This is an optimization exercise on Yosys and OpenROAD, whose aim is small area and a short achievable clock period, not a production implementation.
Function was checked by simulation only, so behaviour that the tests miss may differ from the original.

==> flow/design.v (outline; a module is shown in full before it is edited, if it fits) <==
// module rotational_cordic: 4422 lines
module rotational_cordic (
  output logic data_out_rot,
  output logic [15:0] xprime,
  output logic [15:0] yprime,
  input logic [15:0] x,
  input logic [15:0] y,
  input logic [15:0] theta,
  input logic clk, reset, start
);
  // ...
==> flow/run.sh <==
#!/bin/bash
# synth_recipe.tcl (not shown) runs the flow's synth.tcl, then flattens the netlist and writes it again
# the make line also repeats each setting of config.mk as NAME=value (left out here)
make -C /OpenROAD-flow-scripts/flow DESIGN_CONFIG=/design/flow/config.mk WORK_HOME=/design/flow/orfs CLKGATE_MAP_FILE= SYNTH_SCRIPT=/design/flow/synth_recipe.tcl finish
==> flow/config.mk <==
export PLATFORM = sky130hd
export DESIGN_NAME = rotational_cordic
export DESIGN_NICKNAME = rotational_cordic
export VERILOG_FILES = /design/flow/design.v
export SDC_FILE = /design/flow/constraint.sdc
export NUM_CORES = 4
export LEC_CHECK = 0
export CAP_MARGIN = 20
export CORE_MARGIN = 2
export CORE_UTILIZATION = 40
export SLEW_MARGIN = 20
==> flow/constraint.sdc <==
create_clock -name core_clock -period 13.0 [get_ports {clk}]
set_input_delay 2.6000 -clock core_clock [delete_from_list [all_inputs] [get_ports {clk}]]
set_output_delay 2.6000 -clock core_clock [all_outputs]
set_load 0.01 [all_outputs]
==> impl_metrics.yaml, run 1 <==
status:
  status: "no timing/DRC/antenna violations"
synth:
  synth_top_family_by_area: "adder cells"
  yosysTopAreaCell: "dfxtp_1"
  synthTopCellsByCount: "dfxtp_1, ha_1, inv_1, xnor2_1, xor2_1"
  synthMuxAreaShare_pct: 0.461
  synth_area_um2: 48100
  synth-simple-area-share_pct: 5.78
  yosysMostFrequentCell: "dfxtp_1"
setup_path:
  r2r_start: "t4[15]"
  slowest_stage: "clkdlybuf4s50_1"
  end_kind: "primary output"
  cp-endpoint: "xprime[3]"
  required_ns: 10.40
sta:
  finalMaxSlewViolations: 0
  finalHoldViolations: 0
  period_needed_ns: 4.11
min_path:
  hold_class: "reg -> reg"
  holdPathStages: 0
  hp-start: "t6[6]"
routing:
  num_vias: 29900
  drc: 0
  dr_wl_met3_um: 2240
  vias_per_cell: 4.63
  dr.pass1.iters: 4
floorplan:
  die_x_um: 351
  core_area_um2: 119000
  ios: 84
layout:
  finish.utilization_pct: 45.5
  nClkBuffers: 128
  final_cell_mix: "dfxtp_1, ha_1, inv_1"
  design_area_um2: 54400
clock_tree:
  cts_buffer_depth: 3
  post_cts_resized: 0
  cts_tree: "done"
grt:
  grt_pass1_wl_um: 147000
  met3_usage_pct: 2.31
  busiest_layer: "met2"
  grt_pass1_vias: 30700
  use_met2_pct: 26.8
placement:
  port_buffers: 83
==> inputs of run 2 (changes only) <==
==> flow/flow/run.sh (new file) <==
#!/bin/bash
set -euo pipefail
export BUFFER_PORTS_ARGS="-buffer_cell sky130_fd_sc_hd__buf_2"
export SETUP_SLACK_MARGIN=9.4
bash standard.sh finish > standard.log 2>&1
==> flow/standard.sh (new file) <==
#!/bin/bash
# synth_recipe.tcl (not shown) runs the flow's synth.tcl, then flattens the netlist and writes it again
# the make line also repeats each setting of config.mk as NAME=value (left out here)
make -C /OpenROAD-flow-scripts/flow DESIGN_CONFIG=/design/flow/config.mk WORK_HOME=/design/flow/orfs CLKGATE_MAP_FILE= SYNTH_SCRIPT=/design/flow/synth_recipe.tcl "${@:-finish}"
--- a/flow/config.mk
+++ b/flow/config.mk
@@ -7,5 +7,5 @@
 export LEC_CHECK = 0
 export CAP_MARGIN = 20
 export CORE_MARGIN = 2
-export CORE_UTILIZATION = 40
+export CORE_UTILIZATION = 65
 export SLEW_MARGIN = 20
removed: flow/run.sh
==> run 2 against run 1 <==
Net effect: wire length shrank 0.25%; clock-buffer cell count shrank 13; largest cell class unchanged; first-iteration DRC count grew 42%; maximum frequency grew 11%.
==> impl_metrics.yaml, run 2 <==
layout:
  antenna_cells: 0
  nets: 5724
  final_common_cell: "dfxtp_1"
  nFillCells: 5566
  syn_to_final_growth_pct: 10.6
  final_cell_mix: "dfxtp_1, ha_1, inv_1"
  drive_above_1_share_pct: 6.30
  design_area_um2: 53200
setup_path:
  slowest_stage: "dfrtp_1"
  start_kind: "flop"
  end_kind: "primary output"
  crit_family: "flip-flops"
  cp_slowest_stage_delay_ns: 0.37
  cp_cell_sequence: "buf_6"
  required_ns: 10.40
  crit_arrival_ns: 1.12
  path_buf_inv: 1
  critPathKind: "reg -> out"
  critPathMaxFanout: 1
routing:
  highest_layer: "met4"
  drc: 0
  dr.pass1.iters: 15
  vias_per_cell: 5.22
  drtIter0Drc: 1211
  wl_met1_um: 40300
  ant_nets: 0
  dr_wl_met3_um: 2540
  num_vias: 30200
  drt_wl_total_um: 86700
  wl_per_cell_um: 15.0
  wl_met2_um: 41900
grt:
  grt_pass1_wl_um: 146000
  grt_max_degree: 41
  overflow: 0
  grt_usage_pct: 23.4
  grt_pass1_vias: 31000
  grt_antenna_before_repair: 1
floorplan:
  ios: 84
  die_area_um2: 76100
  die_h_um: 276
  initial_core_util_pct: 65.8
  die_x_um: 276
  rows: 99
  core_area_um2: 73100
sta:
  slew_headroom_pct: 27.7
  rsz0062_at_grt: "yes"
  finalMaxSlewViolations: 0
  finalHoldViolations: 0
  tightestPinTransition_ns: 1.08
  tns_ns: 0
  fin_hold_ws_ns: 0.323
  period_needed_ns: 3.72
  setup_viol: 0
  skew_ns: 0.0184
  fin_crit_sh_pct: 28.6
  timing.fmax_ghz: 0.269
placement:
  gp_congestion: 0.851
  hpwl_um: 69100
  port_buffers: 83
  place_area_um2: 49600
clock_tree:
  clkSinkCount: 843
  htree_levels: 3
  insertion_delay_ns: 0.64
  path_clk_slew_ns: 0.06
  cts_tree: "done"
  cts_buffer_depth: 3
  cts_inserted_buffers: 90
  clockRootBuffer: "clkbuf_16"
synth:
  syn_avg_cell_area_um2: 10.4
  ys_async_sr_fraction_pct: 2.25
  synth.distinct_cells: 65
  yosysTopAreaCell: "dfxtp_1"
  synth_cells: 4601
  synth_area_um2: 48100
  synth_edf_count: 0
  synth_flop_cell: "dfxtp_1"
  synth-seq-area-share_pct: 35.3
  synth-seq-cells: 843
  synthTopCellsByArea: "dfxtp_1, ha_1, fa_1"
  yosys_warnings: 1
  yosysMostFrequentCell: "dfxtp_1"
  synth_top_cell_area_share_pct: 34.3
  synthTopCellsByCount: "dfxtp_1, ha_1, inv_1, xnor2_1, xor2_1"
min_path:
  hold_class: "reg -> reg"
status:
  status: "no timing/DRC/antenna violations"
flow_run:
  max_cap_violations: 0
==> run 2: worst paths after layout <==
check	start	to	slack (ns)	depth (start not counted)
max	v18	data_out_rot	9.28	1
min	t6[2]	t7[2]	0.32	0
max reg2reg	y16[7]	yk17	9.62	12
min reg2reg	t6[2]	t7[2]	0.32	0
max in group asynchronous	reset	v15	10.52	2
min in group asynchronous	reset	v2	2.06	2
==> run 2: logic make-up after synthesis <==
kind of cell               count (synthesis)  synth area share (%)
adders and majority gates                926                  27.9
and+or+nand+nor                          552                  5.78
buffers and inverters                    628                  4.91
muxes                                     22                 0.461
AOI/OAI and AO/OA                        799                  10.5
other                                      1               0.00780
DFF                                      843                  35.3
xor gates and xnor gates                 830                  15.1
==> run 2: timing repair <==
| action | 4_1_cts | 5_1_grt |
|---|---|---|
| endpoints found under the setup margin | 42 | 54 |
| hold buffers | 0 | 0 |
| resized for setup | 3 | 48 |
| pin swaps | 0 | 0 |
| buffers inserted | 0 | 0 |
==> run 2: cell type report <==
type | instances | area, um^2 | share of cell area, %
Multi-Input combinational cell | 3131 | 28800 | 54.1
Timing Repair Buffer | 94 | 633 | 1.19
Sequential cell | 843 | 17000 | 32.0
Inverter | 588 | 2210 | 4.15
Tap cell | 959 | 1200 | 2.26
Clock buffer | 115 | 2520 | 4.74
Clock inverter | 53 | 818 | 1.54
==> run 2: per-stage QoR <==
stage | setup WS [ns] | std cells | util [%]
3_3_place_gp | 9.49 | 5614 | 67.9
2_1_floorplan | 9.51 | 4602 | -
4_1_cts | 9.24 | 5783 | 72.5
6_report | 9.28 | 5783 | 72.7
5_1_grt | 9.25 | 5783 | 72.7
3_5_place_dp | 9.37 | 5615 | 67.9
==> run 2: layer usage <==
layer	global-route usage, %	up-vias
met5	0	-
met4	6.64	0
met3	3.16	134
met2	40.7	316
met1	30.6	14200
li1	-	15500
==> inputs of run 3 (changes only) <==
--- a/flow/config.mk
+++ b/flow/config.mk
@@ -8,4 +8,6 @@
 export CAP_MARGIN = 20
 export CORE_MARGIN = 2
 export CORE_UTILIZATION = 65
+export CTS_CLUSTER_DIAMETER = 45
+export CTS_CLUSTER_SIZE = 32
 export SLEW_MARGIN = 20
==> run 3 against run 2 <==
Net effect: maximum frequency is 0.49% lower; die area did not move; final cell count is 0.38% higher; utilization increased by 0.45 points; largest cell class unchanged; critical path depth unchanged; register-to-register slack improved by 0.02 ns; sequential share of layout area down 0.19 points.
==> impl_metrics.yaml, run 3 <==
setup_path:
  required_ns: 10.40
  end_kind: "primary output"
  critPathMaxFanout: 1
  start_kind: "flop"
  critPathKind: "reg -> out"
  r2r-end: "yk17"
  r2r_slack_ns: 9.64
  worst-r2r-cell-count: 12
  crit_family: "flip-flops"
  crit_cells: 1
  r2r_start: "y16[4]"
  cp_cell_sequence: "buf_6"
  cp_slowest_stage_delay_ns: 0.37
  path_buf_inv: 1
  crit_arrival_ns: 1.14
  slowest_stage: "dfrtp_1"
synth:
  yosysTopAreaCell: "dfxtp_1"
  yosysMostFrequentCell: "dfxtp_1"
  synth_edf_count: 0
  synthTopCellsByCount: "dfxtp_1, ha_1, inv_1, xnor2_1, xor2_1"
  synthTopCellsByArea: "dfxtp_1, ha_1, fa_1"
  yosys_warnings: 1
  synth_top_cell_area_share_pct: 34.3
  synth_cells: 4601
  synth_area_um2: 48100
  synth-seq-area-share_pct: 35.3
  synth_flop_cell: "dfxtp_1"
  ys_async_sr_fraction_pct: 2.25
  synth.distinct_cells: 65
  synth-seq-cells: 843
  syn_avg_cell_area_um2: 10.4
layout:
  antenna_cells: 0
  nFillCells: 5525
  design_area_um2: 53500
  syn_to_final_growth_pct: 11.3
  final_cells: 5805
  nets: 5736
  final_common_cell: "dfxtp_1"
  drive_above_1_share_pct: 6.93
  final_cell_mix: "dfxtp_1, ha_1, inv_1"
placement:
  pre_cts_ws_ns: 9.37
  hpwl_um: 69100
  gp_congestion: 0.851
  place_area_um2: 49600
  dp.cells: 5615
  port_buffers: 83
routing:
  num_vias: 30400
  vias_per_cell: 5.23
  ant_nets: 0
  wl_per_cell_um: 15.0
  drtIter0Drc: 1155
  drc: 0
  drt_wl_total_um: 87300
  dr.pass1.iters: 16
status:
  status: "no timing/DRC/antenna violations"
sta:
  period_needed_ns: 3.74
  skew_ns: 0.0260
  rsz0062_at_grt: "yes"
  tightestPinTransition_ns: 1.08
  timing.fmax_ghz: 0.268
  setup_viol: 0
  finalHoldViolations: 0
  setup_slack_ns: 9.26
  slew_headroom_pct: 28.2
  tns_ns: 0
  fin_crit_sh_pct: 28.8
  finalMaxSlewViolations: 0
clock_tree:
  clkSinkCount: 843
  cts_setup_buffers: 0
  htree_levels: 3
  post_cts_resized: 5
  cts_buffer_depth: 3
  insertion_delay_ns: 0.65
  cts_inserted_buffers: 102
  hold_buffers: 0
  cts_tree: "done"
  path_clk_slew_ns: 0.07
  clockRootBuffer: "clkbuf_16"
grt:
  grt_pass1_vias: 31100
  grt_max_degree: 41
  grt_antenna_before_repair: 1
  grt_pass1_wl_um: 148000
  overflow: 0
  grt_usage_pct: 23.6
min_path:
  hold_class: "reg -> reg"
  hp-start: "t8[2]"
  holdPathStages: 0
  min_to: "t9[2]"
floorplan:
  rows: 99
  core_area_um2: 73100
  ios: 84
  die_area_um2: 76100
  die_h_um: 276
  initial_core_util_pct: 65.8
  die_x_um: 276
flow_run:
  max_cap_violations: 0
## run 3: cell counts after synthesis
Identical to the previous run, type by type.
## run 3: worst max path at each step
| stage | from | to | slack, ns |
|---|---|---|---|
| 5_1_grt | v18 | data_out_rot | 9.21 |
| 2_1_floorplan | t4[15] | t5[4] | 9.51 |
| 3_3_place_gp | t4[15] | t5[4] | 9.49 |
| 6_report | v18 | data_out_rot | 9.26 |
| 4_1_cts | v18 | data_out_rot | 9.21 |
| 3_5_place_dp | t4[15] | t5[6] | 9.37 |
## run 3: logic make-up after synthesis
logic type	share of synthesized area, %
other	0.00780
multiplexers	0.461
AND/OR/NAND/NOR	5.78
adder cells (fa/ha/maj)	27.9
buffers and inverters	4.91
flip-flops	35.3
XOR/XNOR	15.1
AO/OA/AOI/OAI	10.5
## run 3: metrics by stage
step / util, % / hold WS, ns
6_report: 73.2 / 0.320
5_1_grt: 73.2 / 0.331
4_1_cts: 72.9 / 0.320
3_5_place_dp: 67.9 / 0.312
3_3_place_gp: 67.9 / 0.310
2_1_floorplan: - / 0.310
## run 3: routing by layer
| metal | track usage (%) | up-vias | share of wire, % |
|---|---|---|---|
| li1 | - | 15600 | - |
| met1 | 30.8 | 14300 | 46 |
| met2 | 40.8 | 313 | 49 |
| met3 | 3.65 | 130 | 3.0 |
| met4 | 6.23 | 0 | 2.2 |
| met5 | 0 | - | 0 |
## run 3: layout make-up
type | count | area (um^2) | area share [%]
Multi-Input combinational cell | 3131 | 28800 | 53.8
Clock inverter | 81 | 1010 | 1.89
Inverter | 588 | 2210 | 4.13
Tap cell | 959 | 1200 | 2.24
Timing Repair Buffer | 94 | 633 | 1.18
Sequential cell | 843 | 17000 | 31.8
Clock buffer | 109 | 2650 | 4.96
==> inputs of run 4 (changes only) <==
--- a/flow/config.mk
+++ b/flow/config.mk
@@ -8,6 +8,6 @@
 export CAP_MARGIN = 20
 export CORE_MARGIN = 2
 export CORE_UTILIZATION = 65
-export CTS_CLUSTER_DIAMETER = 45
-export CTS_CLUSTER_SIZE = 32
+export CTS_CLUSTER_DIAMETER = 60
+export CTS_CLUSTER_SIZE = 25
 export SLEW_MARGIN = 20
==> run 4 against run 3 <==
Net effect: area after synthesis stayed put; hold slack got worse by 0.0087 ns; worst setup slack better by 0.027 ns; wire length decreased by 1.6%; register-to-register slack about the same; still clean; cell area fell by 2.1%; maximum frequency grew 0.73%; non-clock buffer count increased by 1; critical endpoint unchanged; sequential cell count did not move; largest cell class unchanged.
==> impl_metrics.yaml, run 4 <==
status:
  status: "no timing/DRC/antenna violations"
sta:
  finalMaxSlewViolations: 0
  setup_viol: 0
  slew_headroom_pct: 28.1
  period_needed_ns: 3.71
  tns_ns: 0
  tightestPinTransition_ns: 1.07
  finalHoldViolations: 0
  timing.fmax_ghz: 0.270
  skew_ns: 0.0304
  setup_slack_ns: 9.29
  rsz0062_at_grt: "yes"
  fin_crit_sh_pct: 28.5
flow_run:
  max_cap_violations: 0
floorplan:
  core_area_um2: 73100
  ios: 84
  die_h_um: 276
  initial_core_util_pct: 65.8
  die_x_um: 276
  rows: 99
  die_area_um2: 76100
synth:
  synthTopCellsByArea: "dfxtp_1, ha_1, fa_1"
  yosysMostFrequentCell: "dfxtp_1"
  synth_edf_count: 0
  synth-seq-cells: 843
  yosys_warnings: 1
  synth.distinct_cells: 65
  synth-seq-area-share_pct: 35.3
  synthTopCellsByCount: "dfxtp_1, ha_1, inv_1, xnor2_1, xor2_1"
  synth_top_cell_area_share_pct: 34.3
  synth_cells: 4601
  syn_avg_cell_area_um2: 10.4
  synth_flop_cell: "dfxtp_1"
  synth_area_um2: 48100
  ys_async_sr_fraction_pct: 2.25
  yosysTopAreaCell: "dfxtp_1"
layout:
  nets: 5703
  nFillCells: 5666
  multiInputGateArea_um2: 28800
  antenna_cells: 0
  final_cell_mix: "dfxtp_1, ha_1, inv_1"
  seq_area_um2: 17000
  syn_to_final_growth_pct: 8.92
  drive_above_1_share_pct: 5.65
  final_cells: 5740
  final_common_cell: "dfxtp_1"
placement:
  port_buffers: 83
  gp_congestion: 0.851
  pre_cts_ws_ns: 9.37
  dp.cells: 5615
  hpwl_um: 69100
setup_path:
  crit_start: "v18"
  cp-endpoint: "data_out_rot"
  worst-r2r-cell-count: 12
  crit_cells: 1
  start_kind: "flop"
  r2r_start: "y16[4]"
  critPathKind: "reg -> out"
  path_buf_inv: 1
  crit_family: "flip-flops"
  crit_arrival_ns: 1.11
  required_ns: 10.40
  r2r-end: "yk17"
  cp_cell_sequence: "buf_6"
  critPathMaxFanout: 1
  r2r_slack_ns: 9.64
  slowest_stage: "dfrtp_1"
  end_kind: "primary output"
  cp_slowest_stage_delay_ns: 0.38
clock_tree:
  hold_buffers: 0
  clockRootBuffer: "clkbuf_16"
  cts_buffer_depth: 3
  clkSinkCount: 843
  insertion_delay_ns: 0.62
  cts_inserted_buffers: 68
  path_clk_slew_ns: 0.09
  htree_levels: 3
  cts_tree: "done"
routing:
  num_vias: 30000
  drtIter0Drc: 1149
  ant_nets: 0
  drt_wl_total_um: 85900
  dr.pass1.iters: 16
  drc: 0
  wl_per_cell_um: 15.0
  vias_per_cell: 5.23
min_path:
  hold_class: "reg -> reg"
grt:
  overflow: 0
  grt_pass1_wl_um: 145000
  grt_antenna_before_repair: 1
  grt_usage_pct: 23.2
  grt_pass1_vias: 30600
  grt_max_degree: 41
==> run 4: metrics by stage <==
stage | hold WS [ns] | cell area, um^2 | utilization, %
global placement | 0.310 | 49600 | 67.9
CTS | 0.311 | 52100 | 71.3
global route | 0.319 | 52300 | 71.6
floorplan | 0.310 | 48100 | -
detailed placement | 0.312 | 49600 | 67.9
finish | 0.312 | 52300 | 71.6
==> run 4: layout make-up <==
type                    count  area share, %
clock buffers              79           3.57
clock inverters            45           1.23
inverters                 588           4.22
multi-input cells        3131           54.9
flip-flops and latches    843           32.5
well taps                 959           2.29
repair buffers             95           1.22
==> run 4: worst min-delay path by stage <==
stage / from / depth (start not counted) / end / slack (ns)
2_1_floorplan: t9[0] / 0 / t10[0] / 0.31
3_3_place_gp: t7[1] / 0 / t8[1] / 0.31
3_5_place_dp: t12[0] / 0 / t13[0] / 0.31
4_1_cts: t8[1] / 0 / t9[1] / 0.31
5_1_grt: t8[1] / 0 / t9[1] / 0.32
6_report: t8[1] / 0 / t9[1] / 0.31
==> run 4: what timing repair did <==
action | CTS | global route
resized for setup | 3 | 50
pin swaps | 0 | 0
cloned | 0 | 0
setup buffers | 0 | 1
setup endpoints to repair | 42 | 52
==> run 4: layer usage <==
layer	part of all wire (%)	routed length, um	up-vias	global-route usage [%]
li1	-	-	15500	-
met4	2.0	1720	0	6.28
met2	48	41600	319	40.3
met3	3.0	2590	121	2.90
met5	0	0	-	0
met1	47	40000	14100	30.6
==> run 4: kinds of logic after synthesis <==
logic type	Yosys count	synth area share [%]
adder cells (fa/ha/maj)	926	27.9
flip-flops	843	35.3
XOR/XNOR	830	15.1
AO/OA/AOI/OAI	799	10.5
buffers and inverters	628	4.91
AND/OR/NAND/NOR	552	5.78
multiplexers	22	0.461
other	1	0.00780
==> inputs of run 5 (changes only) <==
--- a/flow/config.mk
+++ b/flow/config.mk
@@ -7,7 +7,5 @@
 export LEC_CHECK = 0
 export CAP_MARGIN = 20
 export CORE_MARGIN = 2
-export CORE_UTILIZATION = 65
-export CTS_CLUSTER_DIAMETER = 60
-export CTS_CLUSTER_SIZE = 25
+export CORE_UTILIZATION = 40
 export SLEW_MARGIN = 20
==> run 5 against run 4 <==
Net effect: first-iteration DRC count fell by 18%; critical path depth did not move; non-clock buffer count rose by 7; register-to-register slack improved by 0.04 ns; maximum frequency fell by 0.96%; critical endpoint unchanged; largest cell class unchanged.
==> impl_metrics.yaml, run 5 <==
layout:
  design_area_um2: 54000
  antenna_cells: 0
  final_common_cell: "dfxtp_1"
  final_cell_mix: "dfxtp_1, ha_1, inv_1"
  syn_to_final_growth_pct: 12.4
  nets: 5739
  seq_area_um2: 17000
  nFillCells: 11300
  drive_above_1_share_pct: 6.57
  multiInputGateArea_um2: 28800
  final_cells: 6454
clock_tree:
  insertion_delay_ns: 0.72
  cts_tree: "done"
  clockRootBuffer: "clkbuf_16"
  cts_buffer_depth: 3
  path_clk_slew_ns: 0.06
  cts_inserted_buffers: 97
  clkSinkCount: 843
  htree_levels: 3
routing:
  dr.pass1.iters: 6
  drc: 0
  num_vias: 30000
  wl_per_cell_um: 13.6
  drtIter0Drc: 946
  vias_per_cell: 4.65
  drt_wl_total_um: 87700
  ant_nets: 0
sta:
  period_needed_ns: 3.75
  finalMaxSlewViolations: 0
  fin_crit_sh_pct: 28.8
  rsz0062_at_grt: "yes"
  finalHoldViolations: 0
  slew_headroom_pct: 26.7
  timing.fmax_ghz: 0.267
  tightestPinTransition_ns: 1.09
  tns_ns: 0
  setup_viol: 0
  skew_ns: 0.0505
grt:
  grt_pass1_wl_um: 147000
  grt_antenna_before_repair: 1
  grt_pass1_vias: 30800
  grt_max_degree: 41
  overflow: 0
  grt_usage_pct: 14.6
synth:
  synth-seq-cells: 843
  yosys_warnings: 1
  ys_async_sr_fraction_pct: 2.25
  syn_avg_cell_area_um2: 10.4
  synth_flop_cell: "dfxtp_1"
  synth_area_um2: 48100
  yosysTopAreaCell: "dfxtp_1"
  synth-seq-area-share_pct: 35.3
  synth_edf_count: 0
  synth.distinct_cells: 65
  synthTopCellsByCount: "dfxtp_1, ha_1, inv_1, xnor2_1, xor2_1"
  synth_cells: 4601
  synthTopCellsByArea: "dfxtp_1, ha_1, fa_1"
  yosysMostFrequentCell: "dfxtp_1"
  synth_top_cell_area_share_pct: 34.3
flow_run:
  max_cap_violations: 0
setup_path:
  crit_start: "v18"
  required_ns: 10.40
  slowest_stage: "dfrtp_1"
  critPathMaxFanout: 1
  path_buf_inv: 1
  cp_cell_sequence: "buf_2"
  critPathKind: "reg -> out"
  end_kind: "primary output"
  crit_arrival_ns: 1.15
  start_kind: "flop"
  cp_slowest_stage_delay_ns: 0.35
  r2r_start: "x16[4]"
  crit_family: "flip-flops"
floorplan:
  die_x_um: 351
  ios: 84
  die_h_um: 351
  initial_core_util_pct: 40.2
  rows: 127
  die_area_um2: 123000
  core_area_um2: 119000
placement:
  dp.cells: 6273
  port_buffers: 83
  gp_congestion: 0.835
  place_area_um2: 50500
  hpwl_um: 70400
min_path:
  hold_class: "reg -> reg"
  hp-start: "t8[1]"
status:
  status: "no timing/DRC/antenna violations"
-- run 5: cell count changes in the layout (fill, tap and decap cells not counted), moves of 8 or more --
cell	before	now
buf_4	11	19
clkinv_2	3	22
clkinv_8	15	2
clkbuf_1	4	13
clkbuf_16	73	97
clkbuf_8	2	23
-- run 5: cell families after synthesis --
| kind of cell | count (synthesis) | synth area share, % |
|---|---|---|
| adder cells (fa/ha/maj) | 926 | 27.9 |
| flip-flops | 843 | 35.3 |
| XOR/XNOR | 830 | 15.1 |
| AO/OA/AOI/OAI | 799 | 10.5 |
| buffers and inverters | 628 | 4.91 |
| AND/OR/NAND/NOR | 552 | 5.78 |
| multiplexers | 22 | 0.461 |
| other | 1 | 0.00780 |
-- run 5: metal layers --
| layer | vias to the layer above | track usage [%] | wire (um) |
|---|---|---|---|
| li1 | 15600 | - | - |
| met5 | - | 0 | 0 |
| met2 | 276 | 26.7 | 44000 |
| met3 | 161 | 2.49 | 2440 |
| met4 | 0 | 4.69 | 2470 |
| met1 | 14000 | 17.3 | 38800 |
-- run 5: cell type report --
class,instances,share of cell area (%)
Tap cell,1612,3.73
Clock inverter,45,1.05
Inverter,588,4.09
Clock buffer,133,5.17
Timing Repair Buffer,102,1.21
Multi-Input combinational cell,3131,53.3
Sequential cell,843,31.5
-- run 5: path summary, 6_finish.rpt --
path	cells past startpoint	to	slack, ns
max	1	data_out_rot	9.25
min reg2reg	0	t9[1]	0.29
min	0	t9[1]	0.29
min in group asynchronous	2	v4	1.97
max in group asynchronous	2	v17	10.56
max reg2reg	12	xk17	9.68
-- run 5: repair_timing --
| action | in CTS | in global routing |
|---|---|---|
| hold buffers | 0 | 0 |
| pin swaps | 0 | 0 |
| hold endpoints to repair | 0 | 0 |
| setup buffers | 0 | 3 |
| resized for setup | 14 | 29 |
| endpoints found under the setup margin | 41 | 39 |
-- run 5: stage by stage --
step	worst slack, ns	util [%]	hold slack, ns
6_report	9.25	45.2	0.289
5_1_grt	9.16	45.2	0.293
4_1_cts	9.18	45.1	0.276
3_5_place_dp	9.44	42.2	0.312
3_3_place_gp	9.48	42.2	0.310
2_1_floorplan	9.51	-	0.310
==> inputs of run 6 (changes only) <==
==> flow/flow/run.sh (replaced) <==
#!/bin/bash
set -euo pipefail
export BUFFER_PORTS_ARGS="-buffer_cell sky130_fd_sc_hd__buf_2"
bash standard.sh finish > standard.log 2>&1
==> run 6 against run 5 <==
Net effect: still clean; worst setup slack got worse by 0.023 ns; cell area down 0.34%; global-route usage is essentially flat; die area unchanged; area after synthesis stayed put; synthesized cell count stayed put; critical endpoint is now yprime[0].
==> impl_metrics.yaml, run 6 <==
layout:
  final_cells: 6451
  antenna_cells: 0
  drive_above_1_share_pct: 5.97
  nFillCells: 11300
  syn_to_final_growth_pct: 12.0
  nets: 5736
  final_common_cell: "dfxtp_1"
  final_cell_mix: "dfxtp_1, ha_1, inv_1"
routing:
  highest_layer: "met4"
  wl_per_cell_um: 13.6
  drtIter0Drc: 882
  dr.pass1.iters: 6
  ant_nets: 0
  drt_wl_total_um: 87700
  wl_met1_um: 38800
  drc: 0
  dr_wl_met3_um: 2480
  wl_met2_um: 44000
  num_vias: 30000
  vias_per_cell: 4.65
setup_path:
  critPathKind: "reg -> out"
  required_ns: 10.40
  start_kind: "flop"
  slowest_stage: "dfxtp_1"
  cp_cell_sequence: "buf_2"
  crit_family: "flip-flops"
  path_buf_inv: 1
  end_kind: "primary output"
  critPathMaxFanout: 1
  cp_slowest_stage_delay_ns: 0.33
  crit_arrival_ns: 1.17
synth:
  synth_edf_count: 0
  synth_xor_area_share_pct: 15.1
  synth.distinct_cells: 65
  synthMuxAreaShare_pct: 0.461
  synth_flop_cell: "dfxtp_1"
  synth-seq-area-share_pct: 35.3
  synth_top_cell_area_share_pct: 34.3
  syn_avg_cell_area_um2: 10.4
  synth_top_family_by_area: "adder cells"
  synth-seq-cells: 843
  ys_async_sr_fraction_pct: 2.25
  synth_cells: 4601
  synth_compound_area_share_pct: 10.5
  yosysTopAreaCell: "dfxtp_1"
  yosysMostFrequentCell: "dfxtp_1"
  synth-simple-area-share_pct: 5.78
  synthTopCellsByCount: "dfxtp_1, ha_1, inv_1, xnor2_1, xor2_1"
  synth_area_um2: 48100
  synthAdderAreaFrac_pct: 27.9
  yosys_warnings: 1
  synthTopCellsByArea: "dfxtp_1, ha_1, fa_1"
clock_tree:
  clockRootBuffer: "clkbuf_16"
  hold_buffers: 0
  cts_setup_buffers: 0
  insertion_delay_ns: 0.72
  clkSinkCount: 843
  path_clk_slew_ns: 0.06
  post_cts_resized: 0
  htree_levels: 3
  cts_tree: "done"
  cts_buffer_depth: 3
  cts_inserted_buffers: 97
floorplan:
  rows: 127
  core_area_um2: 119000
  ios: 84
  die_h_um: 351
  die_x_um: 351
  die_area_um2: 123000
  initial_core_util_pct: 40.2
placement:
  gp_congestion: 0.835
  hpwl_um: 70400
  dp.cells: 6273
  port_buffers: 83
sta:
  timing.fmax_ghz: 0.265
  tightestPinTransition_ns: 1.09
  fin_crit_sh_pct: 29.0
  finalHoldViolations: 0
  tns_ns: 0
  rsz0062_at_grt: "no"
  finalMaxSlewViolations: 0
  skew_ns: 0.0505
  period_needed_ns: 3.77
  setup_viol: 0
  slew_headroom_pct: 26.6
grt:
  grt_pass1_vias: 30800
  overflow: 0
  grt_max_degree: 41
  grt_pass1_wl_um: 147000
  grt_antenna_before_repair: 1
  grt_usage_pct: 14.6
min_path:
  hold_class: "reg -> reg"
status:
  status: "no timing/DRC/antenna violations"
flow_run:
  max_cap_violations: 0
## run 6: final timing paths
path	from	endpoint	slack, ns	cells past startpoint
setup / recovery	yo18[0]	yprime[0]	9.23	1
hold / removal	t8[1]	t9[1]	0.29	0
setup reg to reg	t4[15]	t5[6]	9.41	10
hold reg to reg	t8[1]	t9[1]	0.29	0
max in group asynchronous	reset	v17	10.56	2
min in group asynchronous	reset	v4	1.97	2
## run 6: worst register-to-register path: cells and delay by family, from the launching register on
kind | cells | cell delay (ns)
simple gates | 2 | 0.57
compound gates | 5 | 0.99
xor+xnor | 1 | 0.11
flops | 1 | 0.92
fa+ha+maj | 1 | 0.48
buf+inv | 1 | 0.33
## run 6: final cells by class
cell class                 instances  area, um^2  area share, %
multi-input combinational       3131       28700           53.4
timing repair buffer              99         536          0.995
clock inverter                    45         566           1.05
sequential                       843       17000           31.5
inverter                         588        2210           4.10
clock buffer                     133        2790           5.19
tap                             1612        2020           3.75
## run 6: kinds of logic after synthesis
| family | Yosys count |
|---|---|
| other | 1 |
| adders and majority gates | 926 |
| buffers and inverters | 628 |
| and+or+nand+nor | 552 |
| DFF | 843 |
| AOI/OAI and AO/OA | 799 |
| muxes | 22 |
| xor gates and xnor gates | 830 |
## run 6: per-stage QoR
stage	cell area, um^2	hold slack, ns	utilization [%]	setup WS (ns)
5_1_grt	53800	0.293	45.0	9.06
6_report	53800	0.288	45.0	9.23
3_5_place_dp	50500	0.312	42.2	9.44
2_1_floorplan	48100	0.310	-	9.51
4_1_cts	53800	0.276	45.0	9.14
3_3_place_gp	50500	0.310	42.2	9.48
## run 6: per-layer routing
metal	track usage, %	vias to the layer above
li1	-	15600
met1	17.3	14000
met2	26.7	281
met3	2.49	162
met4	4.69	0
met5	0	-

==> afterwards: timing with drivers on the ports <==
How much do the figures lean on ideal ports? The routed layouts below were timed once more, with nothing changed but the port constraints. Step 1 sets driving cells, clkbuf_16 on the clock port and buf_2 on the other inputs (assumed; they add their load-dependent delay and slew). Step 2 moves the port delays by t, midway between the first and last clock arrival at a register: inputs arrive t later, outputs are due t later. That takes back most of the time a late clock gives input paths. Slacks: ideal ports / drivers / drivers and shift; pairs: ideal ports / drivers.
| run | shift t [ns] | setup WS [ns] | latest minus earliest clock arrival (ns) | slew at the worst register clock pin (ns) |
|---|---|---|---|---|
| run 1 | 0.737 | 8.887 / 8.819 / 9.426 | 0.029 / 0.030 | 0.06 / 0.06 |
| run 2 | 0.697 | 9.281 / 9.211 / 9.617 | 0.023 / 0.024 | 0.07 / 0.07 |
| run 3 | 0.706 | 9.262 / 9.195 / 9.639 | 0.029 / 0.029 | 0.07 / 0.07 |
| run 4 | 0.672 | 9.289 / 9.221 / 9.636 | 0.032 / 0.032 | 0.09 / 0.09 |
| run 5 | 0.764 | 9.253 / 9.183 / 9.682 | 0.051 / 0.052 | 0.06 / 0.06 |
| run 6 | 0.764 | 9.230 / 9.159 / 9.414 | 0.052 / 0.051 | 0.06 / 0.06 |
After both steps setup and hold are still met in every run listed.
